This design comes from an exercise in tuning for small area, a short achievable clock period and few clock cycles per item on the open sky130 flow, not from production work. RTL that was checked went through simulation tests only; none was proved equivalent to the original. Function not checked in runs 3 to 6: the RTL went through the layout flow alone.

$ cat design.v
module mu_calc
#(
	parameter W = 163,
	parameter D = 20
)(
	input wire [W-1:0] g,
	output wire [D:0] mu
);
localparam N = D + 1;            
localparam integer STEPS = (N > 1 ? 1 : 0) + (N > 2 ? 1 : 0) + (N > 4 ? 1 : 0) + (N > 8 ? 1 : 0) + (N > 16 ? 1 : 0) + (N > 32 ? 1 : 0) + (N > 64 ? 1 : 0) + (N > 128 ? 1 : 0);
wire [N-1:0] fx;                 
assign fx[0] = 1'b1;
genvar i, k, st;
generate
	for (i = 1; i < N; i = i + 1) begin : fc
		assign fx[i] = g[W-i];
	end
	for (st = 0; st <= STEPS; st = st + 1) begin : nw
		wire [N-1:0] s;
		if (st == 0) begin : init
			assign s = {{(N-1){1'b0}}, 1'b1};
		end else begin : step
			for (k = 0; k < N; k = k + 1) begin : sk
				if (k < (1 << st)) begin : ex
					wire [k/2:0] terms;
					for (i = 0; i <= k / 2; i = i + 1) begin : ti
						if (i == 0)
							assign terms[i] = fx[k];
						else
							assign terms[i] = nw[st-1].s[i] & fx[k-2*i];
					end
					assign s[k] = ^terms;
				end else begin : nx
					assign s[k] = 1'b0;
				end
			end
		end
	end
	for (k = 0; k <= D; k = k + 1) begin : mb
		assign mu[D-k] = nw[STEPS].s[k];
	end
endgenerate
endmodule
module barrett_step
#(
	parameter W = 163,
	parameter D = 20
)(
	input wire [W-1:0] t,
	input wire [W-1:0] a,
	input wire [W-1:0] g,
	input wire [D-1:0] bd,
	input wire [D-1:0] pre_h,
	input wire [D:0] mu,
	output wire [W-1:0] v
);
wire [D-1:0] uh = t[W-1 -: D] ^ pre_h;
wire [D-1:0] q;
genvar i, k, j;
generate
	for (i = 0; i < D; i = i + 1) begin : qbit
		wire [D-1-i:0] terms;
		for (k = i; k < D; k = k + 1) begin : tk
			assign terms[k-i] = uh[k] & mu[D+i-k];
		end
		assign q[i] = ^terms;
	end
	localparam NB = (W + D - 1) / D;
	wire [NB*D-1:0] a_pad = {{(NB*D-W){1'b0}}, a};
	wire [(NB+1)*D-1:0] ab_part [0:NB-1];
	for (k = 0; k < NB; k = k + 1) begin : blk
		wire [2*D-2:0] p;
		kmul #(.N(D)) km (.x(a_pad[k*D +: D]), .y(bd), .p(p));
		if (k == 0) begin : first
			assign ab_part[k] = {{(NB*D-2*D+D+1){1'b0}}, p};
		end else begin : next
			assign ab_part[k] = ab_part[k-1] ^ ({{((NB+1)*D-2*D+1){1'b0}}, p} << (k*D));
		end
	end
	wire [(NB+1)*D-1:0] ab = ab_part[NB-1];
	for (j = 0; j < W; j = j + 1) begin : col
		wire early;
		wire [D-1:0] late;
		if (j >= D)
			assign early = t[j-D] ^ ab[j];
		else
			assign early = ab[j];
		for (k = 0; k < D; k = k + 1) begin : tk
			if (j - k >= 0) begin : in
				assign late[k] = q[k] & g[j-k];
			end else begin : out
				assign late[k] = 1'b0;
			end
		end
		assign v[j] = early ^ (^late);
	end
endgenerate
endmodule
module digit_high
#(
	parameter W = 163,
	parameter D = 20
)(
	input wire [W-1:0] a,
	input wire [D-1:0] bd,
	output wire [D-1:0] h
);
genvar i, k;
generate
	for (i = 0; i < D; i = i + 1) begin : hb
		if (i == D - 1) begin : top
			assign h[i] = 1'b0;
		end else begin : mid
			wire [D-2-i:0] terms;
			for (k = i + 1; k < D; k = k + 1) begin : tk
				assign terms[k-i-1] = bd[k] & a[W+i-k];
			end
			assign h[i] = ^terms;
		end
	end
endgenerate
endmodule
module kmul
#(
	parameter N = 20
)(
	input wire [N-1:0] x,
	input wire [N-1:0] y,
	output wire [2*N-2:0] p
);
genvar i, k;
generate
	if (N <= 5 || N % 2) begin : school
		for (k = 0; k < 2 * N - 1; k = k + 1) begin : pk
			localparam LO = (k < N) ? 0 : k - N + 1;
			localparam HI = (k < N) ? k : N - 1;
			wire [HI-LO:0] terms;
			for (i = LO; i <= HI; i = i + 1) begin : ti
				assign terms[i-LO] = x[i] & y[k-i];
			end
			assign p[k] = ^terms;
		end
	end else begin : kara
		localparam H = N / 2;
		wire [2*H-2:0] pl, ph, pm;
		kmul #(.N(H)) ml (.x(x[H-1:0]), .y(y[H-1:0]), .p(pl));
		kmul #(.N(H)) mh (.x(x[N-1:H]), .y(y[N-1:H]), .p(ph));
		kmul #(.N(H)) mm (.x(x[H-1:0] ^ x[N-1:H]), .y(y[H-1:0] ^ y[N-1:H]), .p(pm));
		wire [2*H-2:0] mid = pm ^ pl ^ ph;
		assign p = {ph, 1'b0, pl} ^ ({{(2*N-1-(2*H-1)){1'b0}}, mid} << H);
	end
endgenerate
endmodule
module fpga_gf2m
#(
	parameter DIGITAL = 20,
	parameter DATA_WIDTH = 163
)(
	input clk,     
	input rst,   
	input wire start,
	input wire [DATA_WIDTH - 1 : 0] a,
	input wire [DATA_WIDTH - 1 : 0] g,
	input wire [191:0] b,
	output reg [DATA_WIDTH - 1 : 0] t_i_j,
	output reg done
);
localparam W = DATA_WIDTH;
localparam D = DIGITAL;
localparam K = (W - 1) / D + 1;              
localparam F = W - (K - 1) * D;              
localparam BW = K * D;                       
reg busy;
reg first;
reg last;                
reg [W-1:0] acc;         
reg [5:0] counter;
reg [W-1:0] reg_a;
reg [W-1:0] reg_g;
reg [BW-1:0] reg_b;
reg [D-1:0] pre_h;       
reg [D:0] mu;
wire accept = start & ~busy;
wire [D-1:0] cur_digit = reg_b[BW-1 -: D];
wire [D-1:0] nxt_digit = reg_b[BW-1-D -: D];
wire [D-1:0] first_digit = {{(D-F){1'b0}}, b[W-1 -: F]};
wire [W-1:0] next_t;
wire [D-1:0] nxt_pre_h;
wire [D-1:0] first_pre_h;
wire [D:0] mu_full;
wire [D:0] mu_first;
barrett_step #(.W(W), .D(D)) step (
	.t(acc),
	.a(reg_a),
	.g(reg_g),
	.bd(cur_digit),
	.pre_h(pre_h),
	.mu(mu),
	.v(next_t)
);
digit_high #(.W(W), .D(D)) hi_next (
	.a(reg_a),
	.bd(nxt_digit),
	.h(nxt_pre_h)
);
digit_high #(.W(W), .D(D)) hi_first (
	.a(a),
	.bd(first_digit),
	.h(first_pre_h)
);
mu_calc #(.W(W), .D(D)) mu_now (
	.g(reg_g),
	.mu(mu_full)
);
mu_calc #(.W(W), .D(F)) mu_in (
	.g(g),
	.mu(mu_first[D:D-F])
);
assign mu_first[D-F-1:0] = {(D-F){1'b0}};
always @(posedge clk or negedge rst) begin : proc_ctrl
	if (~rst) begin
		busy <= 1'b0;
		first <= 1'b0;
		last <= 1'b0;
		done <= 1'b0;
		counter <= 6'd0;
	end else if (accept) begin
		busy <= 1'b1;
		first <= 1'b1;
		last <= (K == 1);
		done <= 1'b0;
		counter <= 6'd0;
	end else if (busy) begin
		first <= 1'b0;
		last <= (counter == K - 2);
		counter <= counter + 1'b1;
		if (counter == K - 1) begin
			busy <= 1'b0;
			done <= 1'b1;
		end
	end
end
always @(posedge clk) begin : proc_operands
	if (~busy) begin
		reg_a <= a;
		reg_g <= g;
		reg_b <= {{(BW-W){1'b0}}, b[W-1:0]};
		pre_h <= first_pre_h;
		mu <= mu_first;
	end else begin
		reg_b <= reg_b << D;
		pre_h <= nxt_pre_h;
		if (first)
			mu <= mu_full;
	end
end
always @(posedge clk) begin : proc_acc
	if (busy)
		acc <= next_t;
	else
		acc <= {W{1'b0}};
end
always @(posedge clk) begin : proc_t_i_j
	if (accept)
		t_i_j <= {W{1'b0}};
	else if (last)
		t_i_j <= next_t;
end
endmodule
$ cat config.mk
export PLATFORM = sky130hd
export DESIGN_NAME = fpga_gf2m
export DESIGN_NICKNAME = fpga_gf2m
export VERILOG_FILES = /design/flow/design.v
export SDC_FILE = /design/flow/constraint.sdc
export NUM_CORES = 8
export LEC_CHECK = 0
export CAP_MARGIN = 20
export CORE_MARGIN = 2
export CORE_UTILIZATION = 50
export SLEW_MARGIN = 20
export SETUP_SLACK_MARGIN = 10.3
export BUFFER_PORTS_ARGS = -buffer_cell sky130_fd_sc_hd__buf_2
$ cat flow/run.sh
#!/bin/bash
# Standard ORFS layout (the standard.sh), with repair_timing asked to
# aim for extra setup slack and smaller port buffers.
cat >> config.mk <<'EOC'
export SETUP_SLACK_MARGIN = 10.3
export BUFFER_PORTS_ARGS = -buffer_cell sky130_fd_sc_hd__buf_2
EOC
bash standard.sh > standard.log 2>&1
$ cat standard.sh
#!/bin/bash
# synth_recipe.tcl (not shown) runs the flow's synth.tcl, then flattens the netlist and writes it again
# the make line also repeats each setting of config.mk as NAME=value (left out here)
make -C /OpenROAD-flow-scripts/flow DESIGN_CONFIG=/design/flow/config.mk WORK_HOME=/design/flow/orfs CLKGATE_MAP_FILE= SYNTH_SCRIPT=/design/flow/synth_recipe.tcl "${@:-finish}"
$ cat constraint.sdc
create_clock -name core_clock -period 14.5 [get_ports {clk}]
set_input_delay 2.9000 -clock core_clock [delete_from_list [all_inputs] [get_ports {clk}]]
set_output_delay 2.9000 -clock core_clock [all_outputs]
set_load 0.01 [all_outputs]
==> reports/qor.yml, run 1 <==
status: "no timing/DRC/antenna violations"
synthToLayoutAreaGrowth_pct: 17.0
multi_input_area_um2: 84100
final_common_cell: "nand2_1"
setup-tns-final_ns: 0
hold_path_class: "reg2reg"
routed_wl_mm: 499
holdPathEnd: "reg_b[60]"
drv_cap: 0
cts_max_level: 3
wl_met3_mm: 87.1
cp_common_cell: "xnor2_1"
slowest_stage: "xnor2_1"
num_vias: 101000
clock_skew_ns: 0.0596
clockBufferDepth: 3
async_reset_ff_share_pct: 1.14
die_h_um: 464
worstPathArrival_ns: 4.99
ys_seq_area_share_pct: 19.8
hp-start: "reg_b[40]"
ys_warn_count: 2
rr_endpoint: "t_i_j[97]"
io_buffers: 655
cts-root-buf: "clkbuf_16"
drtIter0Drc: 16800
cts_inserted_buffers: 105
core_um2: 210000
crit_path_end_kind: "flip-flop"
fmax_ghz: 0.230
std_cell_rows: 168
cts_hold_buf: 0
final_nets: 14900
hold_violations: 0
route.met2.wl_mm: 192
hpwl_mm: 320
path_max_fanout: 39
syn_inst: 14200
drv_slew: 0
pin_count: 685
ys_ff_latch: 880
cp-start-kind: "flip-flop"
grt_max_degree: 186
worst_pin_slew_ns: 1.26
gp_congestion: 1.02
relSlewSlack_pct: 15.3
holdPathStages: 1
synth_top_area_share_pct: 37.6
vias_per_cell: 5.85
finalCriticalPeriod_ns: 4.34
yosys-top-cells-area: "xnor2_1 38%, nand2_1 16%, dfxtp_1 10%"
reg2regPathDepth: 11
setup_viol: 0
synth_fp_nets: 14700
rsz0062_at_grt: "true"
cts_tree: "done"
grt_pass1_vias: 92500
period_share_pct: 29.9
clkLatencyLatePin_ns: 0.83
syn_area_per_cell_um2: 7.48
critical_path_class: "reg2reg"
avgRoutedWirePerCell_um: 28.9
cpPeakStageDelay_ns: 0.71
die_x_um: 464
track_usage_pct: 43.1
clkTransAtPathRegs_ns: 0.06
synth_edf_count: 329
synth_largest_area_cell: "xnor2_1"
drive_gt1_share_pct: 15.2
mostFrequentLayoutCells: "4,454 x nand2_1, 4,191 x xnor2_1, 1,151 x nor2_1, 1,066 x xor2_1, 556 x buf_2"
initial_core_util_pct: 50.4
top_layer: "met5"
antenna_left: 0
drt_first_pass_iters: 8
drc: 0
crit_chain: "buf_12 -> nand2_1 -> xnor3_1 -> xnor2_1 -> xnor2_1 -> xnor2_1 -> xnor2_1 -> xnor2_1 -> xnor2_1 -> xnor2_2 -> a211oi_1"
antenna_found_initial: 20
fillCellCount: 19000
reg2reg_slack_ns: 10.16
grt_overflow_total: 0
grt_pass1_wl_mm: 676
die_area_um2: 215000
wl_met1_mm: 185
netlist_area_um2: 106000
yosysUniqueCellTypes: 47
required_ns: 15.15
fin_ws_ns: 10.16
reg2reg_from: "reg_b[161]"
ys.flop_type: "dfxtp_1"
pre_cts_slack_ns: 8.31
cts.sinks: 880
regArea_um2: 21300
==> Yosys cell counts, types with 5 or more instances <==
| master | instances |
|---|---|
| buf_1 | 160 |
| nand3_1 | 10 |
| nor2_1 | 1152 |
| mux2i_1 | 90 |
| ha_1 | 7 |
| nand2_1 | 4455 |
| xor2_2 | 7 |
| and2_1 | 92 |
| mux2_2 | 161 |
| a22oi_1 | 20 |
| edfxtp_1 | 329 |
| xnor2_2 | 9 |
| nor2b_1 | 41 |
| nand2b_1 | 20 |
| buf_4 | 28 |
| dfxtp_1 | 541 |
| clkbuf_1 | 663 |
| dfrtp_1 | 10 |
| xor2_1 | 1110 |
| a211oi_1 | 95 |
| nand3b_1 | 9 |
| xnor2_1 | 4540 |
| xnor3_1 | 167 |
| a222oi_1 | 8 |
| a21oi_1 | 13 |
| o21ai_0 | 36 |
| o22ai_1 | 5 |
| buf_2 | 320 |
| inv_1 | 25 |
==> kinds of logic (layout without fill, tap and decap cells) <==
kind of cell,after synthesis,in the layout,synth area share (%)
buffers and inverters,1198,1471,4.74
adder cells (fa/ha/maj),7,7,0.0827
AO/OA/AOI/OAI,188,188,1.24
other,0,16,0
multiplexers,251,251,2.56
XOR/XNOR,5835,5847,50.6
flip-flops,880,880,19.8
AND/OR/NAND/NOR,5791,5792,21.0
==> how the worst max path moves through the flow <==
stage,from,end,slack (ns),depth (start not counted)
final,reg_b[161],t_i_j[97],10.16,11
after global placement,acc[147],t_i_j[58],8.27,15
after CTS,t_i_j[111],t_i_j[111],10.19,1
after floorplan,start,t_i_j[132],10.50,5
after global routing,reg_a[8],t_i_j[18],10.23,13
after detailed placement,acc[147],t_i_j[58],8.31,15
==> stage by stage <==
stage	cell area [um2]	util [%]	std cells	hold WS, ns
2_1_floorplan	106000	-	14200	0.433
3_3_place_gp	111000	52.7	16800	0.434
3_5_place_dp	111000	52.7	16800	0.440
4_1_cts	120000	57.1	17100	0.453
5_1_grt	124000	58.9	17200	0.464
6_report	124000	59.0	17300	0.451
==> worst max-delay path: cells and delay by family, from the launching register on <==
family	cells	cell delay [ns]
simple gates	1	0.11
compound gates	1	0.14
buf+inv	1	0.28
xor+xnor	8	3.06
flops	1	0.49
==> state kept, by name, summed over array words and instances (netlist names) <==
name / cells
reg_b: 180
acc: 163
reg_a: 163
reg_g: 163
t_i_j: 163
mu: 19
pre_h: 19
counter: 6
busy: 1
done: 1
first: 1
last: 1
==> timing repair <==
action,4_1_cts,5_1_grt
gates cloned,36,26
pin swaps,44,71
buffers inserted,85,139
gates resized for setup,747,304
setup endpoints to repair,449,287
==> area by class of cell <==
| type | count | share of cell area (%) |
|---|---|---|
| multi-input cells | 12100 | 67.9 |
| flip-flops and latches | 880 | 17.2 |
| repair buffers | 1249 | 9.02 |
| well taps | 2805 | 2.84 |
| clock buffers | 135 | 2.30 |
| clock inverters | 62 | 0.631 |
| inverters | 25 | 0.0819 |
| diodes | 16 | 0.0323 |
==> routing by layer <==
metal  vias to the layer above  track usage, %
met4                        12            23.1
met1                     47900            55.9
met3                      1821            20.7
met2                      8135            57.9
met5                         -           0.468
li1                      43000               -
Testbench counts, summed over its fixed seeds: cycles 7,680, items 768.
==> run 2, diff against run 1 <==
--- a/config.mk
+++ b/config.mk
@@ -9,3 +9,3 @@
 export CORE_MARGIN = 2
-export CORE_UTILIZATION = 50
+export CORE_UTILIZATION = 40
 export SLEW_MARGIN = 20
==> reports/qor.yml, run 2 <==
status: "no timing/DRC/antenna violations"  # unchanged
synthMuxAreaShare_pct: 2.56  # unchanged
fmax_ghz: 0.233  # was 0.230 GHz
netlist_area_um2: 106000  # unchanged
cts.sinks: 880  # unchanged
drive_gt1_share_pct: 15.0  # was 15.2%
synth_fa_ha_area_share_pct: 0.0827  # unchanged
drv_slew: 0  # unchanged
async_reset_ff_share_pct: 1.14  # unchanged
cts_max_level: 3  # unchanged
slowest_stage: "xnor3_4"  # was xnor2_1
grt_overflow_total: 0  # unchanged
path_max_fanout: 51  # was 39
cts_tree: "done"  # unchanged
max_flop_register: "reg_b"  # unchanged
worstPathArrival_ns: 4.92  # was 4.99 ns
hold_path_class: "reg2reg"  # unchanged
drv_cap: 0  # unchanged
grt_pass1_vias: 87600  # was 92,500
drc: 0  # unchanged
grt_pass1_wl_mm: 668  # was 676 mm
cp-start-kind: "flip-flop"  # unchanged
relSlewSlack_pct: 12.2  # was 15.3%
vias_per_cell: 5.51  # was 5.85
clockBufferDepth: 3  # unchanged
synth_edf_count: 329  # unchanged
antenna_left: 0  # unchanged
synth-simple-area-share_pct: 21.0  # unchanged
synthToLayoutAreaGrowth_pct: 17.6  # was 17.0%
synth_largest_area_cell: "xnor2_1"  # unchanged
period_share_pct: 29.6  # was 29.9%
cts_hold_buf: 0  # unchanged
die_h_um: 518  # was 464 um
crit_path_end_kind: "flip-flop"  # unchanged
finalCriticalPeriod_ns: 4.29  # was 4.34 ns
cts-root-buf: "clkbuf_16"  # unchanged
synth_top_family_by_area: "XOR/XNOR gates"  # unchanged
initial_core_util_pct: 40.3  # was 50.4%
drtIter0Drc: 16300  # was 16,800
clock_skew_ns: 0.0686  # was 0.0596 ns
clkTransAtPathRegs_ns: 0.07  # was 0.06 ns
track_usage_pct: 34.0  # was 43.1%
core_um2: 263000  # was 210,000 um2
ys.flop_type: "dfxtp_1"  # unchanged
antenna_found_initial: 82  # was 20
num_vias: 99100  # was 101,000
yosysUniqueCellTypes: 47  # unchanged
hpwl_mm: 309  # was 320 mm
die_x_um: 518  # was 464 um
yosysMostFrequentCell: "xnor2_1"  # unchanged
critPathTopFamily: "XOR/XNOR gates"  # unchanged
synth_compound_area_share_pct: 1.24  # unchanged
avgRoutedWirePerCell_um: 27.7  # was 28.9 um
std_cell_rows: 188  # was 168
routed_wl_mm: 497  # was 499 mm
critical_path_class: "reg2reg"  # unchanged
yosys-top-cells-area: "xnor2_1 38%, nand2_1 16%, dfxtp_1 10%"  # unchanged
whs_ns: 0.446  # was 0.451 ns
fillCellCount: 25400  # was 19,000
setup_viol: 0  # unchanged
cp_num_buf_inv: 2  # was 1
rsz0062_at_grt: "true"  # unchanged
final_nets: 14900  # about the same
gp_congestion: 1.01  # was 1.02
cts_inserted_buffers: 103  # was 105
io_buffers: 655  # unchanged
synth_top_area_share_pct: 37.6  # unchanged
hold_violations: 0  # unchanged
synth_xor_area_share_pct: 50.6  # unchanged
ys_ff_latch: 880  # unchanged
ys_warn_count: 2  # unchanged
cp_common_cell: "xnor2_1"  # unchanged
synth_fp_nets: 14700  # unchanged
ys_seq_area_share_pct: 19.8  # unchanged
worst_pin_slew_ns: 1.31  # was 1.26 ns
required_ns: 15.13  # was 15.15 ns
largest_reg_flops: 180  # unchanged
drt_first_pass_iters: 10  # was 8
cpPeakStageDelay_ns: 0.72  # was 0.71 ns
syn_area_per_cell_um2: 7.48  # unchanged
final_common_cell: "nand2_1"  # unchanged
mostFrequentLayoutCells: "4,454 x nand2_1, 4,269 x xnor2_1, 1,152 x nor2_1, 1,071 x xor2_1, 529 x buf_2"  # was 4,454 x nand2_1, 4,191 x xnor2_1, 1,151 x nor2_1, 1,066 x xor2_1, 556 x buf_2
crit_chain: "xor2_4 -> buf_12 -> nand2_1 -> xor2_1 -> xnor2_4 -> xnor3_4 -> buf_16 -> nand2_1 -> xnor2_1 -> xnor2_1 -> xnor2_1 -> xnor2_1 -> xnor2_1 -> nor2_1"  # was buf_12 -> nand2_1 -> xnor3_1 -> xnor2_1 -> xnor2_1 -> xnor2_1 -> xnor2_1 -> xnor2_1 -> xnor2_1 -> xnor2_2 -> a211oi_1
die_area_um2: 269000  # was 215,000 um2
grt_max_degree: 186  # unchanged
yosys-top-cells-count: "4,540 x xnor2_1, 4,455 x nand2_1, 1,152 x nor2_1"  # unchanged
pin_count: 685  # unchanged
clkLatencyLatePin_ns: 0.82  # was 0.83 ns
syn_inst: 14200  # unchanged
setup-tns-final_ns: 0  # unchanged
-- run 2: cell counts after synthesis --
No cell type changed its count.
-- run 2: per-layer routing --
layer | track usage (%) | up-vias | wire length [um]
met5 | 1.39 | - | 1240
met4 | 19.6 | 114 | 40200
met3 | 15.8 | 2042 | 81700
met2 | 46.3 | 7524 | 189000
met1 | 43.5 | 46300 | 185000
li1 | - | 43100 | -
-- run 2: cell families (layout without fill, tap and decap cells) --
logic type	count (synthesis)	in the layout
mux	251	251
simple gates	5791	5791
flops	880	880
fa+ha+maj	7	7
xor+xnor	5835	5849
other cells	0	29
buf+inv	1198	1463
compound gates	188	188
-- run 2: timing repair --
| action | in CTS | in global routing |
|---|---|---|
| endpoints found under the setup margin | 478 | 277 |
| gates cloned | 40 | 33 |
| resized for setup | 837 | 233 |
| endpoints found under the hold margin | 0 | 0 |
| pin swaps | 47 | 59 |
| setup buffers | 86 | 124 |
-- run 2: metrics by stage --
stage                     cells  worst slack, ns  instance area [um2]  utilization, %
final                     18000            10.21               124000            47.4
after global routing      18000            10.19               124000            47.4
after CTS                 17800            10.20               121000            46.0
after detailed placement  17500             8.40               112000            42.5
after global placement    17500             8.41               112000            42.5
after floorplan           14200            10.50               106000               -
-- run 2: worst reg2reg max path: stages (launching register included) --
cell and delay [ns]:
dfxtp_1 0.41, xor2_4 0.19, buf_12 0.17, nand2_1 0.09
xor2_1 0.20, xnor2_4 0.40, xnor3_4 0.72, buf_16 0.30
nand2_1 0.22, xnor2_1 0.15, xnor2_1 0.17, xnor2_1 0.18
xnor2_1 0.12, xnor2_1 0.63, nor2_1 0.17
-- run 2: final timing paths --
check / startpoint / end / slack [ns] / depth (start not counted)
hold reg to reg: reg_b[136] / reg_b[156] / 0.45 / 1
min in group asynchronous: rst / done / 1.97 / 1
hold / removal: reg_b[136] / reg_b[156] / 0.45 / 1
setup / recovery: pre_h[15] / acc[84] / 10.21 / 14
max in group asynchronous: rst / busy / 12.27 / 1
setup reg to reg: pre_h[15] / acc[84] / 10.21 / 14
-- run 2: final cells by class --
cell class / instances / area [um2] / share of cell area (%)
multi-input combinational: 12100 / 83400 / 67.0
sequential: 880 / 21200 / 17.1
timing repair buffer: 1244 / 11600 / 9.30
tap: 3515 / 4400 / 3.53
clock buffer: 132 / 2880 / 2.31
clock inverter: 62 / 769 / 0.618
inverter: 25 / 101 / 0.0814
antenna: 29 / 72.6 / 0.0583
==> run 3, diff against run 2 <==
--- a/design.v
+++ b/design.v
@@ -174,4 +174,2 @@
 reg first;
-reg last;                
-reg [W-1:0] acc;         
 reg [5:0] counter;
@@ -192,3 +190,3 @@
 barrett_step #(.W(W), .D(D)) step (
-	.t(acc),
+	.t(t_i_j),
 	.a(reg_a),
@@ -223,3 +221,2 @@
 		first <= 1'b0;
-		last <= 1'b0;
 		done <= 1'b0;
@@ -229,3 +226,2 @@
 		first <= 1'b1;
-		last <= (K == 1);
 		done <= 1'b0;
@@ -234,3 +230,2 @@
 		first <= 1'b0;
-		last <= (counter == K - 2);
 		counter <= counter + 1'b1;
@@ -256,8 +251,2 @@
 end
-always @(posedge clk) begin : proc_acc
-	if (busy)
-		acc <= next_t;
-	else
-		acc <= {W{1'b0}};
-end
 always @(posedge clk) begin : proc_t_i_j
@@ -265,3 +254,3 @@
 		t_i_j <= {W{1'b0}};
-	else if (last)
+	else if (busy)
 		t_i_j <= next_t;
==> reports/qor.yml, run 3 <==
grt_max_degree: 151  # was 186
yosys-top-cells-count: "4,608 x xnor2_1, 4,501 x nand2_1, 946 x nor2_1"  # was 4,540 x xnor2_1, 4,455 x nand2_1, 1,152 x nor2_1
crit_path_end_kind: "flip-flop"  # unchanged
clockBufferDepth: 3  # unchanged
setup-tns-final_ns: 0  # unchanged
avgRoutedWirePerCell_um: 28.2  # was 27.7 um
antenna_found_initial: 24  # was 82
required_ns: 15.18  # was 15.13 ns
fillCellCount: 25100  # was 25,400
hpwl_mm: 313  # was 309 mm
drv_cap: 0  # unchanged
finalCriticalPeriod_ns: 4.45  # was 4.29 ns
ys_warn_count: 2  # unchanged
cts_hold_buf: 0  # unchanged
gp_congestion: 1.04  # was 1.01
path_max_fanout: 26  # was 51
vias_per_cell: 5.56  # was 5.51
die_area_um2: 259000  # was 269,000 um2
ys.flop_type: "dfxtp_1"  # unchanged
die_x_um: 509  # was 518 um
yosysMostFrequentCell: "xnor2_1"  # unchanged
cts_inserted_buffers: 87  # was 103
ys_seq_area_share_pct: 17.3  # was 19.8%
hold_violations: 0  # unchanged
drtIter0Drc: 15900  # was 16,300
clkLatencyLatePin_ns: 0.81  # was 0.82 ns
die_h_um: 509  # was 518 um
async_reset_ff_share_pct: 1.26  # was 1.14%
status: "no timing/DRC/antenna violations"  # unchanged
grt_pass1_vias: 85500  # was 87,600
drv_slew: 0  # unchanged
clock_skew_ns: 0.0804  # was 0.0686 ns
core_um2: 254000  # was 263,000 um2
syn_inst: 13700  # was 14,200
synthToLayoutAreaGrowth_pct: 15.9  # was 17.6%
period_share_pct: 30.7  # was 29.6%
placedCellCount: 16900  # was 17,500
final_nets: 14400  # was 14,900
fin_cells: 17400  # was 18,000
fmax_ghz: 0.225  # was 0.233 GHz
cts_max_level: 3  # unchanged
max_flop_register: "reg_b"  # unchanged
cts-root-buf: "clkbuf_16"  # unchanged
yosysUniqueCellTypes: 47  # unchanged
synth_edf_count: 329  # unchanged
mostFrequentLayoutCells: "4,499 x nand2_1, 4,399 x xnor2_1, 946 x nor2_1, 904 x xor2_1, 501 x buf_2"  # was 4,454 x nand2_1, 4,269 x xnor2_1, 1,152 x nor2_1, 1,071 x xor2_1, 529 x buf_2
std_cell_rows: 185  # was 188
drive_gt1_share_pct: 14.5  # was 15.0%
critical_path_class: "reg2reg"  # unchanged
io_buffers: 655  # unchanged
worstPathArrival_ns: 5.13  # was 4.92 ns
worst_pin_slew_ns: 1.27  # was 1.31 ns
netlist_area_um2: 102000  # was 106,000 um2
routed_wl_mm: 489  # was 497 mm
pin_count: 685  # unchanged
largest_reg_flops: 180  # unchanged
clkTransAtPathRegs_ns: 0.07  # about the same
drt_first_pass_iters: 10  # unchanged
setup_viol: 0  # unchanged
cts_tree: "done"  # unchanged
track_usage_pct: 35.6  # was 34.0%
drc: 0  # unchanged
num_vias: 96500  # was 99,100
cts.sinks: 716  # was 880
grt_overflow_total: 0  # unchanged
cp-start-kind: "flip-flop"  # unchanged
grt_pass1_wl_mm: 664  # was 668 mm
ys_ff_latch: 716  # was 880
relSlewSlack_pct: 14.6  # was 12.2%
syn_area_per_cell_um2: 7.43  # was 7.48 um2
final_common_cell: "nand2_1"  # unchanged
rsz0062_at_grt: "true"  # unchanged
hold_path_class: "reg2reg"  # unchanged
yosys-top-cells-area: "xnor2_1 40%, nand2_1 17%, edfxtp_1 9.7%"  # was xnor2_1 38%, nand2_1 16%, dfxtp_1 10%
initial_core_util_pct: 40.2  # was 40.3%
synth_largest_area_cell: "xnor2_1"  # unchanged
antenna_left: 0  # unchanged
synth_fp_nets: 14300  # was 14,700
synth_top_area_share_pct: 39.6  # was 37.6%
run 3: cell types whose count changed after synthesis, moves of 75 or more:
cell and delta:
and2_1 -75, dfxtp_1 -163, a21o_1 +99, nor3b_1 +100, a211oi_1 -87, xor2_1 -175, mux2i_1 -76, nor2_1 -206
run 3: layout make-up:
type / count / area, um2 / share of cell area, %
timing repair buffer: 1242 / 10800 / 9.10
sequential: 716 / 18200 / 15.4
tap: 3366 / 4210 / 3.56
clock inverter: 44 / 584 / 0.494
inverter: 18 / 75.1 / 0.0635
clock buffer: 119 / 2460 / 2.08
antenna: 4 / 10.0 / 0.00847
multi-input combinational: 11800 / 81900 / 69.3
run 3: critical path: stages, from the launching register on:
cell and delay, ns:
dfxtp_2 0.68, xnor2_4 0.19, buf_12 0.23, buf_6 0.25, xor2_2 0.14, buf_4 0.26
nand2_1 0.10, xnor2_1 0.21, xnor2_1 0.13, xnor2_2 0.43, xnor3_2 0.39, xnor3_1 0.42
xnor3_1 0.30, xnor2_4 0.42, a21o_1 0.17
run 3: through the flow:
step,setup slack (ns),instance area (um2),utilization [%],hold slack (ns)
final,10.05,118000,46.6,0.431
after global routing,10.03,118000,46.6,0.458
after CTS,10.08,116000,45.7,0.430
after detailed placement,8.72,107000,42.3,0.439
after global placement,8.74,107000,42.3,0.435
after floorplan,10.73,102000,-,0.433
run 3: routing by layer:
| layer | up-vias | routed length [um] | part of all wire, % | global-route usage [%] |
|---|---|---|---|---|
| met2 | 7364 | 189000 | 39 | 48.7 |
| li1 | 41800 | - | - | - |
| met1 | 45600 | 179000 | 37 | 45.9 |
| met3 | 1729 | 76300 | 16 | 13.5 |
| met4 | 26 | 44000 | 9.0 | 24.1 |
| met5 | - | 486 | 0.099 | 0.315 |
run 3: cell families (layout without fill, tap and decap cells):
family,Yosys count,after routing,share of synthesized area (%)
compound gates,238,238,1.58
mux,163,163,1.78
fa+ha+maj,7,7,0.0859
buf+inv,1180,1423,4.98
flops,716,716,17.3
xor+xnor,5788,5800,52.9
simple gates,5639,5639,21.3
other cells,0,4,0
run 3: repair_timing:
action,in CTS,in global routing
gates cloned,28,17
pin swaps,36,48
gates resized for setup,875,219
setup endpoints to repair,325,208
hold endpoints to repair,0,0
setup buffers,182,55
run 3: final timing paths:
kind / startpoint / end / slack [ns] / depth (start not counted)
max: reg_b[163] / t_i_j[79] / 10.05 / 14
min: reg_b[62] / reg_b[82] / 0.43 / 1
max reg2reg: reg_b[163] / t_i_j[79] / 10.05 / 14
min reg2reg: reg_b[62] / reg_b[82] / 0.43 / 1
max in group asynchronous: rst / busy / 12.35 / 1
min in group asynchronous: rst / done / 1.94 / 1
==> run 4, diff against run 3 <==
--- a/flow/run.sh
+++ b/flow/run.sh
@@ -4,3 +4,3 @@
 cat >> config.mk <<'EOC'
-export SETUP_SLACK_MARGIN = 10.3
+export SETUP_SLACK_MARGIN = 10.0
 export BUFFER_PORTS_ARGS = -buffer_cell sky130_fd_sc_hd__buf_2
--- a/config.mk
+++ b/config.mk
@@ -11,3 +11,3 @@
 export SLEW_MARGIN = 20
-export SETUP_SLACK_MARGIN = 10.3
+export SETUP_SLACK_MARGIN = 10.0
 export BUFFER_PORTS_ARGS = -buffer_cell sky130_fd_sc_hd__buf_2
==> reports/qor.yml, run 4 <==
yosys-top-cells-count: "4,608 x xnor2_1, 4,501 x nand2_1, 946 x nor2_1"  # unchanged
reg2reg_slack_ns: 9.68  # was 10.05 ns
drive_gt1_share_pct: 11.6  # was 14.5%
die_area_um2: 259000  # unchanged
rsz0062_at_grt: "true"  # unchanged
critical_path_class: "reg2reg"  # unchanged
cts_tree: "done"  # unchanged
required_ns: 15.20  # was 15.18 ns
hpwl_mm: 313  # unchanged
worst_pin_slew_ns: 1.35  # was 1.27 ns
pre_cts_slack_ns: 8.72  # unchanged
period_share_pct: 33.2  # was 30.7%
cts_max_level: 3  # unchanged
final_design_area_no_fill_um2: 113000  # was 118,000 um2
die_h_um: 509  # unchanged
core_um2: 254000  # unchanged
placedCellCount: 16900  # unchanged
busiest_layer: "met2"  # unchanged
clock_skew_ns: 0.0915  # was 0.0804 ns
dpl-instance-area_um2: 107000  # unchanged
yosysMostFrequentCell: "xnor2_1"  # unchanged
pin_count: 685  # unchanged
antenna_left: 0  # unchanged
die_x_um: 509  # unchanged
final_common_cell: "nand2_1"  # unchanged
yosysUniqueCellTypes: 47  # unchanged
crit_chain: "buf_8 -> xnor2_2 -> buf_4 -> nor2_1 -> xnor3_1 -> xnor2_2 -> xnor2_1 -> xnor2_1 -> xnor3_1 -> xnor3_1 -> xnor3_1 -> xnor2_4 -> a21o_1"  # was xnor2_4 -> buf_12 -> buf_6 -> xor2_2 -> buf_4 -> nand2_1 -> xnor2_1 -> xnor2_1 -> xnor2_2 -> xnor3_2 -> xnor3_1 -> xnor3_1 -> xnor2_4 -> a21o_1
hold_violations: 0  # unchanged
holdPathEnd: "reg_b[55]"  # was reg_b[82]
drc: 0  # unchanged
clkTransAtPathRegs_ns: 0.07  # about the same
grt_max_degree: 151  # unchanged
clkLatencyLatePin_ns: 0.83  # was 0.81 ns
std_cell_rows: 185  # unchanged
worstPathArrival_ns: 5.51  # was 5.13 ns
yosys-top-cells-area: "xnor2_1 40%, nand2_1 17%, edfxtp_1 9.7%"  # unchanged
drt_first_pass_iters: 6  # was 10
cts-root-buf: "clkbuf_16"  # unchanged
syn_inst: 13700  # unchanged
cts_hold_buf: 0  # unchanged
io_buffers: 655  # unchanged
slowest_stage: "xnor2_2"  # was dfxtp_2
cp-start-kind: "flip-flop"  # unchanged
mostFrequentLayoutCells: "4,499 x nand2_1, 4,467 x xnor2_1, 946 x nor2_1, 915 x xor2_1, 652 x buf_2"  # was 4,499 x nand2_1, 4,399 x xnor2_1, 946 x nor2_1, 904 x xor2_1, 501 x buf_2
status: "no timing/DRC/antenna violations"  # unchanged
ys_warn_count: 2  # unchanged
grt_use_met2_pct: 47.3  # was 48.7%
final_nets: 14200  # was 14,400
rr_endpoint: "t_i_j[79]"  # unchanged
cp_common_cell: "xnor3_1"
antenna_found_initial: 25  # was 24
use_met3_pct: 11.8  # was 13.5%
fin_cells: 17200  # was 17,400
num_vias: 93900  # was 96,500
grt_pass1_vias: 83700  # was 85,500
gp_congestion: 1.04  # unchanged
drv_cap: 0  # unchanged
ys_seq_area_share_pct: 17.3  # unchanged
holdPathStages: 1  # unchanged
async_reset_ff_share_pct: 1.26  # unchanged
drtIter0Drc: 15000  # was 15,900
avgRoutedWirePerCell_um: 27.2  # was 28.2 um
reg2regPathDepth: 13  # was 14
synth_fp_nets: 14300  # unchanged
reg2reg_from: "reg_b[168]"  # was reg_b[163]
ys.flop_type: "dfxtp_1"  # unchanged
grt_overflow_total: 0  # unchanged
synthToLayoutAreaGrowth_pct: 11.1  # was 15.9%
routed_wl_mm: 466  # was 489 mm
largest_reg_flops: 180  # unchanged
setup_viol: 0  # unchanged
cpPeakStageDelay_ns: 0.65  # was 0.68 ns
setup-tns-final_ns: 0  # unchanged
hp-start: "reg_b[35]"  # was reg_b[62]
path_max_fanout: 40  # was 26
grt_pass1_wl_mm: 645  # was 664 mm
cts.sinks: 716  # unchanged
max_flop_register: "reg_b"  # unchanged
relSlewSlack_pct: 9.21  # was 14.6%
ys_ff_latch: 716  # unchanged
synth_edf_count: 329  # unchanged
fmax_ghz: 0.208  # was 0.225 GHz
cts_inserted_buffers: 87  # unchanged
netlist_area_um2: 102000  # unchanged
syn_area_per_cell_um2: 7.43  # unchanged
whs_ns: 0.432  # was 0.431 ns
vias_per_cell: 5.48  # was 5.56
crit_path_end_kind: "flip-flop"  # unchanged
finalCriticalPeriod_ns: 4.82  # was 4.45 ns
hold_path_class: "reg2reg"  # unchanged
clockBufferDepth: 3  # unchanged
synth_largest_area_cell: "xnor2_1"  # unchanged
synth_top_area_share_pct: 39.6  # unchanged
fin_ws_ns: 9.68  # was 10.05 ns
initial_core_util_pct: 40.2  # unchanged
grt_use_met1_pct: 45.3  # was 45.9%
drv_slew: 0  # unchanged
track_usage_pct: 34.5  # was 35.6%
[run 4: changes by cell type in the layout (fill, tap and decap cells not counted), sizes merged]
| cell | previous run | this run |
|---|---|---|
| clkbuf | 135 | 126 |
| buf | 1214 | 1025 |
| xnor3 | 233 | 232 |
| diode | 4 | 8 |
| bufbuf | 12 | 5 |
[run 4: how the worst max path moves through the flow]
stage / startpoint / end / slack [ns]
2_1_floorplan: start / t_i_j[100] / 10.73
3_3_place_gp: t_i_j[150] / t_i_j[79] / 8.74
3_5_place_dp: t_i_j[150] / t_i_j[79] / 8.72
4_1_cts: reg_b[167] / t_i_j[79] / 9.83
5_1_grt: reg_b[168] / t_i_j[79] / 9.73
6_report: reg_b[168] / t_i_j[79] / 9.68
[run 4: routing by layer]
layer / up-vias / part of all wire (%)
met5: - / 0.11
met4: 30 / 8.1
met3: 1381 / 15
met2: 6642 / 39
met1: 44600 / 38
li1: 41300 / -
[run 4: area by class of cell]
cell class / count / area (um2)
Clock buffer: 119 / 2460
Fill cell: 25600 / 140000
Tap cell: 3366 / 4210
Inverter: 18 / 75.1
Multi-Input combinational cell: 11800 / 81000
Sequential cell: 716 / 17800
Timing Repair Buffer: 1037 / 7180
Clock inverter: 44 / 584
Antenna cell: 8 / 20.0
[run 4: worst max-delay path: cells and delay by family (launching register included)]
family | cells | cell delay (ns)
xor+xnor | 9 | 3.06
buf+inv | 2 | 0.81
flops | 1 | 0.49
compound gates | 1 | 0.17
simple gates | 1 | 0.10
[run 4: kinds of logic after synthesis]
| group | synth area share (%) |
|---|---|
| xor gates and xnor gates | 52.9 |
| and+or+nand+nor | 21.3 |
| buffers and inverters | 4.98 |
| DFF | 17.3 |
| AOI/OAI and AO/OA | 1.58 |
| muxes | 1.78 |
| adders and majority gates | 0.0859 |
[run 4: per-stage QoR]
| stage | util (%) |
|---|---|
| after floorplan | - |
| after global placement | 42.3 |
| after detailed placement | 42.3 |
| after CTS | 44.2 |
| after global routing | 44.7 |
| final | 44.7 |
[run 4: what timing repair did]
item	4_1_cts	5_1_grt
setup endpoints to repair	182	110
buffers inserted	33	24
pin swaps	19	17
resized for setup	208	149
cloned	16	4
==> run 5, diff against run 4 <==
--- a/design.v
+++ b/design.v
@@ -80,5 +80,35 @@
 	wire [(NB+1)*D-1:0] ab = ab_part[NB-1];
+	localparam HD = D / 2;                  
+	localparam HW = (W + 1) / 2;            
+	wire [HD-1:0] q0, q1, qs;
+	wire [HW-1:0] g0, g1, gs;
+	for (k = 0; k < HD; k = k + 1) begin : qh
+		assign q0[k] = q[2*k];
+		assign q1[k] = q[2*k+1];
+		assign qs[k] = q[2*k] ^ q[2*k+1];
+	end
+	for (k = 0; k < HW; k = k + 1) begin : gh
+		assign g0[k] = g[2*k];
+		if (2 * k + 1 < W) begin : odd
+			assign g1[k] = g[2*k+1];
+		end else begin : none
+			assign g1[k] = 1'b0;
+		end
+		assign gs[k] = g0[k] ^ g1[k];
+	end
+	wire [HW-1:0] pa, pb, pm;
+	for (j = 0; j < HW; j = j + 1) begin : ffa
+		localparam N = (j + 1 < HD) ? j + 1 : HD;
+		wire [N-1:0] ta, tb, tm;
+		for (k = 0; k < N; k = k + 1) begin : tk
+			assign ta[k] = q0[k] & g0[j-k];
+			assign tb[k] = q1[k] & g1[j-k];
+			assign tm[k] = qs[k] & gs[j-k];
+		end
+		assign pa[j] = ^ta;
+		assign pb[j] = ^tb;
+		assign pm[j] = ^tm;
+	end
 	for (j = 0; j < W; j = j + 1) begin : col
 		wire early;
-		wire [D-1:0] late;
 		if (j >= D)
@@ -87,10 +117,10 @@
 			assign early = ab[j];
-		for (k = 0; k < D; k = k + 1) begin : tk
-			if (j - k >= 0) begin : in
-				assign late[k] = q[k] & g[j-k];
-			end else begin : out
-				assign late[k] = 1'b0;
-			end
-		end
-		assign v[j] = early ^ (^late);
+		if (j % 2 == 0) begin : ev
+			if (j == 0)
+				assign v[j] = early ^ pa[0];
+			else
+				assign v[j] = (early ^ pb[j/2-1]) ^ pa[j/2];
+		end else begin : od
+			assign v[j] = (early ^ pa[j/2] ^ pb[j/2]) ^ pm[j/2];
+		end
 	end
@@ -174,2 +204,4 @@
 reg first;
+reg last;                
+reg [W-1:0] acc;         
 reg [5:0] counter;
@@ -190,3 +222,3 @@
 barrett_step #(.W(W), .D(D)) step (
-	.t(t_i_j),
+	.t(acc),
 	.a(reg_a),
@@ -221,2 +253,3 @@
 		first <= 1'b0;
+		last <= 1'b0;
 		done <= 1'b0;
@@ -226,2 +259,3 @@
 		first <= 1'b1;
+		last <= (K == 1);
 		done <= 1'b0;
@@ -230,2 +264,3 @@
 		first <= 1'b0;
+		last <= (counter == K - 2);
 		counter <= counter + 1'b1;
@@ -251,2 +286,8 @@
 end
+always @(posedge clk) begin : proc_acc
+	if (busy)
+		acc <= next_t;
+	else
+		acc <= {W{1'b0}};
+end
 always @(posedge clk) begin : proc_t_i_j
@@ -254,3 +295,3 @@
 		t_i_j <= {W{1'b0}};
-	else if (busy)
+	else if (last)
 		t_i_j <= next_t;
--- a/flow/run.sh
+++ b/flow/run.sh
@@ -4,3 +4,3 @@
 cat >> config.mk <<'EOC'
-export SETUP_SLACK_MARGIN = 10.0
+export SETUP_SLACK_MARGIN = 10.3
 export BUFFER_PORTS_ARGS = -buffer_cell sky130_fd_sc_hd__buf_2
--- a/config.mk
+++ b/config.mk
@@ -11,3 +11,3 @@
 export SLEW_MARGIN = 20
-export SETUP_SLACK_MARGIN = 10.0
+export SETUP_SLACK_MARGIN = 10.3
 export BUFFER_PORTS_ARGS = -buffer_cell sky130_fd_sc_hd__buf_2
==> reports/qor.yml, run 5 <==
status: "no timing/DRC/antenna violations"  # unchanged
core_um2: 241000  # was 254,000 um2
gp_congestion: 0.965  # was 1.04
rr_endpoint: "t_i_j[103]"  # was t_i_j[79]
period_share_pct: 30.6  # was 33.2%
vias_per_cell: 5.47  # was 5.48
ys_ff_latch: 880  # was 716
relSlewSlack_pct: 23.6  # was 9.21%
fin_cells: 16500  # was 17,200
yosysMostFrequentCell: "xnor2_1"  # unchanged
antenna_found_initial: 35  # was 25
required_ns: 15.17  # was 15.20 ns
initial_core_util_pct: 40.3  # was 40.2%
ys.flop_type: "dfxtp_1"  # unchanged
synth_top_area_share_pct: 39.9  # was 39.6%
yosysUniqueCellTypes: 46  # was 47
drt_first_pass_iters: 8  # was 6
holdPathStages: 1  # unchanged
worst_pin_slew_ns: 1.14  # was 1.35 ns
syn_area_per_cell_um2: 7.70  # was 7.43 um2
yosys-top-cells-area: "xnor2_1 40%, nand2_1 11%, dfxtp_1 11%"  # was xnor2_1 40%, nand2_1 17%, edfxtp_1 9.7%
cts_max_level: 3  # unchanged
fmax_ghz: 0.225  # was 0.208 GHz
clkTransAtPathRegs_ns: 0.06  # was 0.07 ns
reg2regPathDepth: 17  # was 13
synth_fp_nets: 13100  # was 14,300
final_common_cell: "xnor2_1"  # was nand2_1
cts_tree: "done"  # unchanged
finalCriticalPeriod_ns: 4.44  # was 4.82 ns
reg2reg_from: "acc[158]"  # was reg_b[168]
final_nets: 13700  # was 14,200
die_h_um: 497  # was 509 um
mostFrequentLayoutCells: "4,008 x xnor2_1, 2,866 x nand2_1, 1,945 x nor2_1, 652 x xor2_1, 545 x buf_2"  # was 4,499 x nand2_1, 4,467 x xnor2_1, 946 x nor2_1, 915 x xor2_1, 652 x buf_2
placedCellCount: 15700  # was 16,900
slowest_stage: "xnor3_2"  # was xnor2_2
die_area_um2: 247000  # was 259,000 um2
ys_warn_count: 2  # unchanged
reg2reg_slack_ns: 10.06  # was 9.68 ns
largest_reg_flops: 180  # unchanged
avgRoutedWirePerCell_um: 26.5  # was 27.2 um
clock_skew_ns: 0.0983  # was 0.0915 ns
track_usage_pct: 32.0  # was 34.5%
final_design_area_no_fill_um2: 120000  # was 113,000 um2
max_flop_register: "reg_b"  # unchanged
drv_slew: 0  # unchanged
hold_violations: 0  # unchanged
netlist_area_um2: 97200  # was 102,000 um2
cts_inserted_buffers: 108  # was 87
setup_viol: 0  # unchanged
drive_gt1_share_pct: 19.6  # was 11.6%
cp_num_buf_inv: 4  # was 2
pin_count: 685  # unchanged
grt_overflow_total: 0  # unchanged
cpPeakStageDelay_ns: 0.54  # was 0.65 ns
die_x_um: 497  # was 509 um
drtIter0Drc: 14500  # was 15,000
path_max_fanout: 30  # was 40
hpwl_mm: 279  # was 313 mm
async_reset_ff_share_pct: 1.14  # was 1.26%
drc: 0  # unchanged
cts-root-buf: "clkbuf_16"  # unchanged
grt_pass1_vias: 79100  # was 83,700
setup-tns-final_ns: 0  # unchanged
hp-start: "reg_b[28]"  # was reg_b[35]
crit_path_end_kind: "flip-flop"  # unchanged
critical_path_class: "reg2reg"  # unchanged
std_cell_rows: 180  # was 185
yosys-top-cells-count: "4,423 x xnor2_1, 2,899 x nand2_1, 1,978 x nor2_1"  # was 4,608 x xnor2_1, 4,501 x nand2_1, 946 x nor2_1
antenna_left: 0  # unchanged
cp_common_cell: "xnor2_1"  # was xnor3_1
critPathTopFamily: "XOR/XNOR gates"  # unchanged
clkLatencyLatePin_ns: 0.86  # was 0.83 ns
io_buffers: 655  # unchanged
routed_wl_mm: 438  # was 466 mm
rsz0062_at_grt: "true"  # unchanged
cts.sinks: 880  # was 716
clockBufferDepth: 3  # unchanged
synth_edf_count: 329  # unchanged
fillCellCount: 22600  # was 25,600
synthToLayoutAreaGrowth_pct: 23.5  # was 11.1%
worstPathArrival_ns: 5.12  # was 5.51 ns
grt_max_degree: 136  # was 151
cp-start-kind: "flip-flop"  # unchanged
dpl-instance-area_um2: 103000  # was 107,000 um2
crit_chain: "xor2_4 -> buf_4 -> clkbuf_16 -> nand2_1 -> xnor2_1 -> xnor2_1 -> xnor2_2 -> xnor2_4 -> buf_12 -> buf_16 -> nand2_1 -> xor2_2 -> xnor3_2 -> xnor2_1 -> xnor3_2 -> mux2i_1 -> nor2_1"  # was buf_8 -> xnor2_2 -> buf_4 -> nor2_1 -> xnor3_1 -> xnor2_2 -> xnor2_1 -> xnor2_1 -> xnor3_1 -> xnor3_1 -> xnor3_1 -> xnor2_4 -> a21o_1
num_vias: 90200  # was 93,900
hold_path_class: "reg2reg"  # unchanged
utilization_pct: 49.8  # was 44.7%
holdPathEnd: "reg_b[48]"  # was reg_b[55]
ys_seq_area_share_pct: 21.6  # was 17.3%
synth_largest_area_cell: "xnor2_1"  # unchanged
syn_inst: 12600  # was 13,700
drv_cap: 0  # unchanged
grt_pass1_wl_mm: 582  # was 645 mm
run 5: what timing repair did:
item,in CTS,in global routing
hold endpoints to repair,0,0
endpoints found under the setup margin,473,311
gates resized for setup,948,451
gates cloned,50,50
pin swaps,189,356
hold buffers,0,0
setup buffers,216,232
run 5: metrics by stage:
step / hold WS [ns] / setup slack (ns)
after floorplan: 0.433 / 10.50
after global placement: 0.436 / 8.50
after detailed placement: 0.438 / 8.50
after CTS: 0.451 / 10.17
after global routing: 0.451 / 10.04
final: 0.448 / 10.06
run 5: cells by family (layout without fill, tap and decap cells):
group	count (synthesis)	in the layout	synth area share (%)
AO/OA/AOI/OAI	185	185	1.31
XOR/XNOR	5320	5331	50.5
adder cells (fa/ha/maj)	7	7	0.0901
buffers and inverters	945	1607	3.97
flip-flops	880	880	21.6
multiplexers	234	234	2.60
other	0	14	0
AND/OR/NAND/NOR	5049	5049	19.9
run 5: routing by layer:
| layer | routed length (um) | up-vias | track usage (%) |
|---|---|---|---|
| li1 | - | 39400 | - |
| met1 | 172000 | 42500 | 45.3 |
| met2 | 168000 | 6686 | 43.7 |
| met3 | 63600 | 1566 | 9.05 |
| met4 | 34000 | 30 | 16.4 |
| met5 | 189 | - | 0 |
run 5: area by class of cell:
type / count / area [um2] / share of cell area, %
sequential: 880 / 21300 / 17.7
clock buffer: 137 / 2940 / 2.45
antenna: 14 / 35.0 / 0.0292
multi-input combinational: 10800 / 77500 / 64.6
clock inverter: 66 / 681 / 0.567
tap: 3185 / 3990 / 3.32
timing repair buffer: 1392 / 13500 / 11.3
inverter: 12 / 52.6 / 0.0438
run 5: worst max-delay path by stage:
| stage | start | endpoint | slack [ns] | cells past startpoint |
|---|---|---|---|---|
| finish | acc[158] | t_i_j[103] | 10.06 | 17 |
| global route | pre_h[14] | t_i_j[59] | 10.04 | 19 |
| CTS | done | done | 10.17 | 1 |
| detailed placement | acc[159] | t_i_j[117] | 8.50 | 14 |
| global placement | pre_h[16] | t_i_j[117] | 8.50 | 14 |
| floorplan | start | t_i_j[132] | 10.50 | 5 |
==> run 6, diff against run 5 <==
--- a/design.v
+++ b/design.v
@@ -185,3 +185,3 @@
 #(
-	parameter DIGITAL = 20,
+	parameter DIGITAL = 22,
 	parameter DATA_WIDTH = 163
@@ -204,4 +204,2 @@
 reg first;
-reg last;                
-reg [W-1:0] acc;         
 reg [5:0] counter;
@@ -222,3 +220,3 @@
 barrett_step #(.W(W), .D(D)) step (
-	.t(acc),
+	.t(t_i_j),
 	.a(reg_a),
@@ -253,3 +251,2 @@
 		first <= 1'b0;
-		last <= 1'b0;
 		done <= 1'b0;
@@ -259,3 +256,2 @@
 		first <= 1'b1;
-		last <= (K == 1);
 		done <= 1'b0;
@@ -264,3 +260,2 @@
 		first <= 1'b0;
-		last <= (counter == K - 2);
 		counter <= counter + 1'b1;
@@ -286,8 +281,2 @@
 end
-always @(posedge clk) begin : proc_acc
-	if (busy)
-		acc <= next_t;
-	else
-		acc <= {W{1'b0}};
-end
 always @(posedge clk) begin : proc_t_i_j
@@ -295,3 +284,3 @@
 		t_i_j <= {W{1'b0}};
-	else if (last)
+	else if (busy)
 		t_i_j <= next_t;
==> reports/qor.yml, run 6 <==
fillCellCount: 24900  # was 22,600
cts_hold_buf: 0  # unchanged
ys.flop_type: "dfxtp_1"  # unchanged
status: "no timing/DRC/antenna violations"  # unchanged
gp_congestion: 0.970  # was 0.965
die_h_um: 514  # was 497 um
fin_cells: 17900  # was 16,500
hold_path_class: "reg2reg"  # unchanged
multi_input_area_um2: 83700  # was 77,500 um2
cts.sinks: 716  # was 880
ys_seq_area_share_pct: 17.0  # was 21.6%
yosysUniqueCellTypes: 45  # was 46
antenna_left: 0  # unchanged
period_share_pct: 29.6  # was 30.6%
yosys-top-cells-area: "xnor2_1 39%, nand2_1 15%, edfxtp_1 9.7%"  # was xnor2_1 40%, nand2_1 11%, dfxtp_1 11%
reg2reg_from: "pre_h[18]"  # was acc[158]
critical_path_class: "reg2out"  # was reg2reg
yosysMostFrequentCell: "xnor2_1"  # unchanged
ys_ff_latch: 716  # was 880
rsz0062_at_grt: "true"  # unchanged
initial_core_util_pct: 40.2  # was 40.3%
netlist_area_um2: 104000  # was 97,200 um2
hpwl_mm: 277  # was 279 mm
holdPathEnd: "reg_b[140]"  # was reg_b[48]
grt_overflow_total: 0  # unchanged
grt_pass1_wl_mm: 603  # was 582 mm
avgRoutedWirePerCell_um: 24.2  # was 26.5 um
cts_inserted_buffers: 90  # was 108
whs_ns: 0.447  # was 0.448 ns
worst_pin_slew_ns: 1.22  # was 1.14 ns
synth_top_area_share_pct: 38.9  # was 39.9%
crit_path_end_kind: "primary output"  # was flip-flop
synthToLayoutAreaGrowth_pct: 17.3  # was 23.5%
largest_reg_flops: 176  # was 180
yosys-top-cells-count: "4,634 x xnor2_1, 4,067 x nand2_1, 1,702 x nor2_1"  # was 4,423 x xnor2_1, 2,899 x nand2_1, 1,978 x nor2_1
max_flop_register: "reg_b"  # unchanged
antenna_found_initial: 110  # was 35
holdPathStages: 1  # unchanged
cp-start-kind: "flip-flop"  # unchanged
path_max_fanout: 3  # was 30
relSlewSlack_pct: 18.2  # was 23.6%
core_um2: 259000  # was 241,000 um2
drt_first_pass_iters: 6  # was 8
fmax_ghz: 0.233  # was 0.225 GHz
synth_largest_area_cell: "xnor2_1"  # unchanged
die_x_um: 514  # was 497 um
cts-root-buf: "clkbuf_16"  # unchanged
drtIter0Drc: 14300  # was 14,500
drive_gt1_share_pct: 15.0  # was 19.6%
drv_slew: 0  # unchanged
syn_inst: 14100  # was 12,600
num_vias: 95500  # was 90,200
io_buffers: 655  # unchanged
worstPathArrival_ns: 1.39  # was 5.12 ns
mostFrequentLayoutCells: "4,526 x xnor2_1, 4,055 x nand2_1, 1,700 x nor2_1, 909 x xor2_1, 529 x buf_4"  # was 4,008 x xnor2_1, 2,866 x nand2_1, 1,945 x nor2_1, 652 x xor2_1, 545 x buf_2
required_ns: 11.60  # was 15.17 ns
clockBufferDepth: 3  # unchanged
hp-start: "reg_b[118]"  # was reg_b[28]
setup-tns-final_ns: 0  # unchanged
drv_cap: 0  # unchanged
clkLatencyLatePin_ns: 0.81  # was 0.86 ns
synth_edf_count: 335  # was 329
synth_fp_nets: 14600  # was 13,100
async_reset_ff_share_pct: 1.26  # was 1.14%
clock_skew_ns: 0.0933  # was 0.0983 ns
syn_area_per_cell_um2: 7.42  # was 7.70 um2
finalCriticalPeriod_ns: 4.29  # was 4.44 ns
reg2regPathDepth: 16  # was 17
std_cell_rows: 187  # was 180
setup_viol: 0  # unchanged
cts_max_level: 3  # unchanged
final_common_cell: "xnor2_1"  # unchanged
vias_per_cell: 5.34  # was 5.47
drc: 0  # unchanged
grt_max_degree: 196  # was 136
regArea_um2: 18400  # was 21,300 um2
die_area_um2: 265000  # was 247,000 um2
cts_tree: "done"  # unchanged
clkTransAtPathRegs_ns: 0.07  # was 0.06 ns
placedCellCount: 17300  # was 15,700
reg2reg_slack_ns: 10.23  # was 10.06 ns
ys_warn_count: 2  # unchanged
hold_violations: 0  # unchanged
final_nets: 14900  # was 13,700
track_usage_pct: 30.3  # was 32.0%
grt_pass1_vias: 83800  # was 79,100
pin_count: 685  # unchanged
rr_endpoint: "t_i_j[91]"  # was t_i_j[103]
routed_wl_mm: 434  # was 438 mm
run 6: cell count changes in the layout (fill, tap and decap cells not counted), moves of 131 or more:
cell	before	now
dfxtp_1	343	178
dfxtp_2	174	43
nand2_1	2866	4055
nor2_1	1945	1700
xnor2_1	4008	4526
xnor2_2	369	102
xnor3_1	68	200
xor2_1	652	909
run 6: layout make-up:
cell class,instances,share of cell area [%]
multi-input combinational,12200,68.5
sequential,716,15.0
timing repair buffer,1388,10.3
tap,3402,3.48
clock buffer,105,1.92
clock inverter,65,0.757
antenna,30,0.0614
inverter,10,0.0368
run 6: cells by family (layout without fill, tap and decap cells):
kind of cell	Yosys count	count (layout)	synth area share, %
AOI/OAI and AO/OA	214	214	1.47
xor gates and xnor gates	5894	5906	53.6
adders and majority gates	11	11	0.132
buffers and inverters	1173	1568	4.54
DFF	716	716	17.0
muxes	151	151	1.62
other	0	30	0
and+or+nand+nor	5897	5897	21.6
run 6: metrics by stage:
stage	setup slack, ns	utilization (%)	instance area [um2]
3_3_place_gp	8.78	42.3	110000
2_1_floorplan	10.34	-	104000
3_5_place_dp	8.74	42.3	110000
6_report	10.21	47.1	122000
5_1_grt	10.12	47.1	122000
4_1_cts	10.22	45.8	119000
run 6: worst max-delay path, stage by stage, from the launching register on:
cell and delay [ns]:
dfxtp_4 0.35, buf_4 0.15, buf_6 0.11
run 6: how the worst max path moves through the flow:
stage          cells after the start  slack (ns)         end       start
2_1_floorplan                      6       10.34  counter[0]       start
3_3_place_gp                      14        8.78   t_i_j[13]  t_i_j[158]
3_5_place_dp                      14        8.74   t_i_j[13]  t_i_j[158]
4_1_cts                            1       10.22   t_i_j[99]   t_i_j[99]
5_1_grt                           16       10.12  t_i_j[137]   pre_h[18]
6_report                           2       10.21  t_i_j[162]  t_i_j[162]
run 6: per-layer routing:
metal  wire (um)  track usage (%)  vias up  part of all wire [%]
met5         864                0        -                  0.20
met4       27300             13.6      148                   6.3
met3       54900             7.58     1047                    13
met2      172000             41.6     6086                    40
met1      179000             44.0    45100                    41
li1            -                -    43100                     -
run 6: what timing repair did:
item,CTS,global route
gates cloned,22,36
resized for setup,893,329
buffers inserted,229,157
endpoints found under the setup margin,326,311
pin swaps,28,149
==> run 7, diff against run 6 <==
--- a/design.v
+++ b/design.v
@@ -185,3 +185,3 @@
 #(
-	parameter DIGITAL = 22,
+	parameter DIGITAL = 20,
 	parameter DATA_WIDTH = 163
==> reports/qor.yml, run 7 <==
hold_violations: 0  # unchanged
synthToLayoutAreaGrowth_pct: 17.0  # was 17.3%
grt_pass1_vias: 73400  # was 83,800
setup_viol: 0  # unchanged
yosysUniqueCellTypes: 48  # was 45
syn_area_per_cell_um2: 7.71  # was 7.42 um2
synth_top_area_share_pct: 40.0  # was 38.9%
syn_inst: 12100  # was 14,100
netlist_area_um2: 93200  # was 104,000 um2
cts_max_level: 3  # unchanged
cts_hold_buf: 0  # unchanged
reg2reg_slack_ns: 10.29  # was 10.23 ns
period_share_pct: 29.3  # was 29.6%
clock_skew_ns: 0.0688  # was 0.0933 ns
hold_path_class: "reg2reg"  # unchanged
hpwl_mm: 268  # was 277 mm
clkLatencyLatePin_ns: 0.81  # about the same
drc: 0  # unchanged
yosysMostFrequentCell: "xnor2_1"  # unchanged
async_reset_ff_share_pct: 1.26  # unchanged
ys_seq_area_share_pct: 19.0  # was 17.0%
track_usage_pct: 30.6  # was 30.3%
status: "no timing/DRC/antenna violations"  # unchanged
reg2reg_from: "pre_h[12]"  # was pre_h[18]
final_nets: 13000  # was 14,900
num_vias: 83300  # was 95,500
setup-tns-final_ns: 0  # unchanged
avgRoutedWirePerCell_um: 25.0  # was 24.2 um
slowest_stage: "dfxtp_4"  # unchanged
top_layer: "met5"  # unchanged
core_um2: 232000  # was 259,000 um2
crit_chain: "buf_6"  # was buf_4 -> buf_6
clockBufferDepth: 3  # unchanged
reg2regPathDepth: 15  # was 16
gp_congestion: 0.980  # was 0.970
fmax_ghz: 0.236  # was 0.233 GHz
cts_inserted_buffers: 85  # was 90
synth_fp_nets: 12600  # was 14,600
whs_ns: 0.452  # was 0.447 ns
synth_edf_count: 329  # was 335
synth_largest_area_cell: "xnor2_1"  # unchanged
mostFrequentLayoutCells: "4,086 x xnor2_1, 2,919 x nand2_1, 1,738 x nor2_1, 640 x xor2_1, 525 x buf_2"  # was 4,526 x xnor2_1, 4,055 x nand2_1, 1,700 x nor2_1, 909 x xor2_1, 529 x buf_4
finalCriticalPeriod_ns: 4.24  # was 4.29 ns
drt_first_pass_iters: 6  # unchanged
die_area_um2: 237000  # was 265,000 um2
grt_overflow_total: 0  # unchanged
std_cell_rows: 177  # was 187
[run 7: logic make-up (layout without fill, tap and decap cells)]
| family | count (synthesis) | count (layout) | synth area share (%) |
|---|---|---|---|
| fa+ha+maj | 7 | 7 | 0.0940 |
| compound gates | 226 | 226 | 1.49 |
| buf+inv | 913 | 1372 | 4.08 |
| xor+xnor | 5222 | 5229 | 53.5 |
| flops | 716 | 716 | 19.0 |
| other cells | 0 | 32 | 0 |
| mux | 162 | 162 | 1.94 |
| simple gates | 4836 | 4836 | 20.0 |
[run 7: cell type report]
type	count	area [um2]
clock buffers	105	2260
repair buffers	1207	10300
flip-flops and latches	716	18200
fillers	22500	123000
clock inverters	52	634
well taps	3043	3810
multi-input cells	10500	73700
inverters	8	37.5
diodes	32	80.1
[run 7: per-layer routing]
metal,vias to the layer above,global-route usage (%)
li1,37400,-
met1,39700,44.3
met2,5229,42.9
met3,889,7.18
met4,100,13.1
met5,-,0
[run 7: worst min path at each step]
stage | start | endpoint | slack, ns
floorplan | reg_b[129] | reg_b[149] | 0.43
global placement | reg_b[112] | reg_b[132] | 0.44
detailed placement | reg_b[130] | reg_b[150] | 0.44
CTS | reg_b[40] | reg_b[60] | 0.45
global route | reg_b[89] | reg_b[109] | 0.46
finish | reg_b[140] | reg_b[160] | 0.45
[run 7: timing repair]
item	in CTS	in global routing
pin swaps	66	76
setup buffers	215	94
gates resized for setup	841	211
cloned	16	27
setup endpoints to repair	388	234
[run 7: through the flow]
stage	setup WS, ns	instance area [um2]	cells
6_report	10.26	109000	15600
2_1_floorplan	10.64	93200	12100
4_1_cts	10.17	107000	15500
5_1_grt	10.21	109000	15600
3_3_place_gp	8.72	98400	15100
3_5_place_dp	8.68	98400	15100
Testbench counts of run 7, summed over its fixed seeds: cycles 7,680, items 768.

## what the ideal ports hide
Ports are ideal in the flow. The routed layouts listed here were re-timed in OpenROAD. Step 1 sets driving cells, clkbuf_16 on the clock port and buf_2 on the other inputs (assumed; they add their load-dependent delay and slew). Step 2 times the ports against the registers' clock, not the clock port: input delays grow and output delays shrink by t, the midpoint of the rising clock arrivals with the driver on. Three values: ideal ports, drivers, drivers and shift; two values: the first two.
run | t (ns) | slack for setup (ns) | worst hold slack (ns) | worst setup path after step 2
run 1 | 0.899 | 10.161 / 10.113 / 9.664 | 0.451 / 0.451 / 0.451 | input to register
run 2 | 0.883 | 10.212 / 10.140 / 9.612 | 0.446 / 0.446 / 0.446 | input to register
run 3 | 0.861 | 10.053 / 10.053 / 9.506 | 0.431 / 0.431 / 0.431 | input to register
run 4 | 0.881 | 9.684 / 9.684 / 9.537 | 0.432 / 0.432 / 0.432 | input to register
run 5 | 0.904 | 10.057 / 10.057 / 9.561 | 0.448 / 0.448 / 0.448 | input to register
run 6 | 0.856 | 10.206 / 10.115 / 9.700 | 0.447 / 0.447 / 0.447 | input to register
run 7 | 0.869 | 10.255 / 10.165 / 9.714 | 0.452 / 0.452 / 0.452 | input to register
After both steps every run listed still meets setup and hold. For run 2, which loses most, drivers alone change the setup slack by -0.072 ns; drivers and shift together by -0.600 ns.
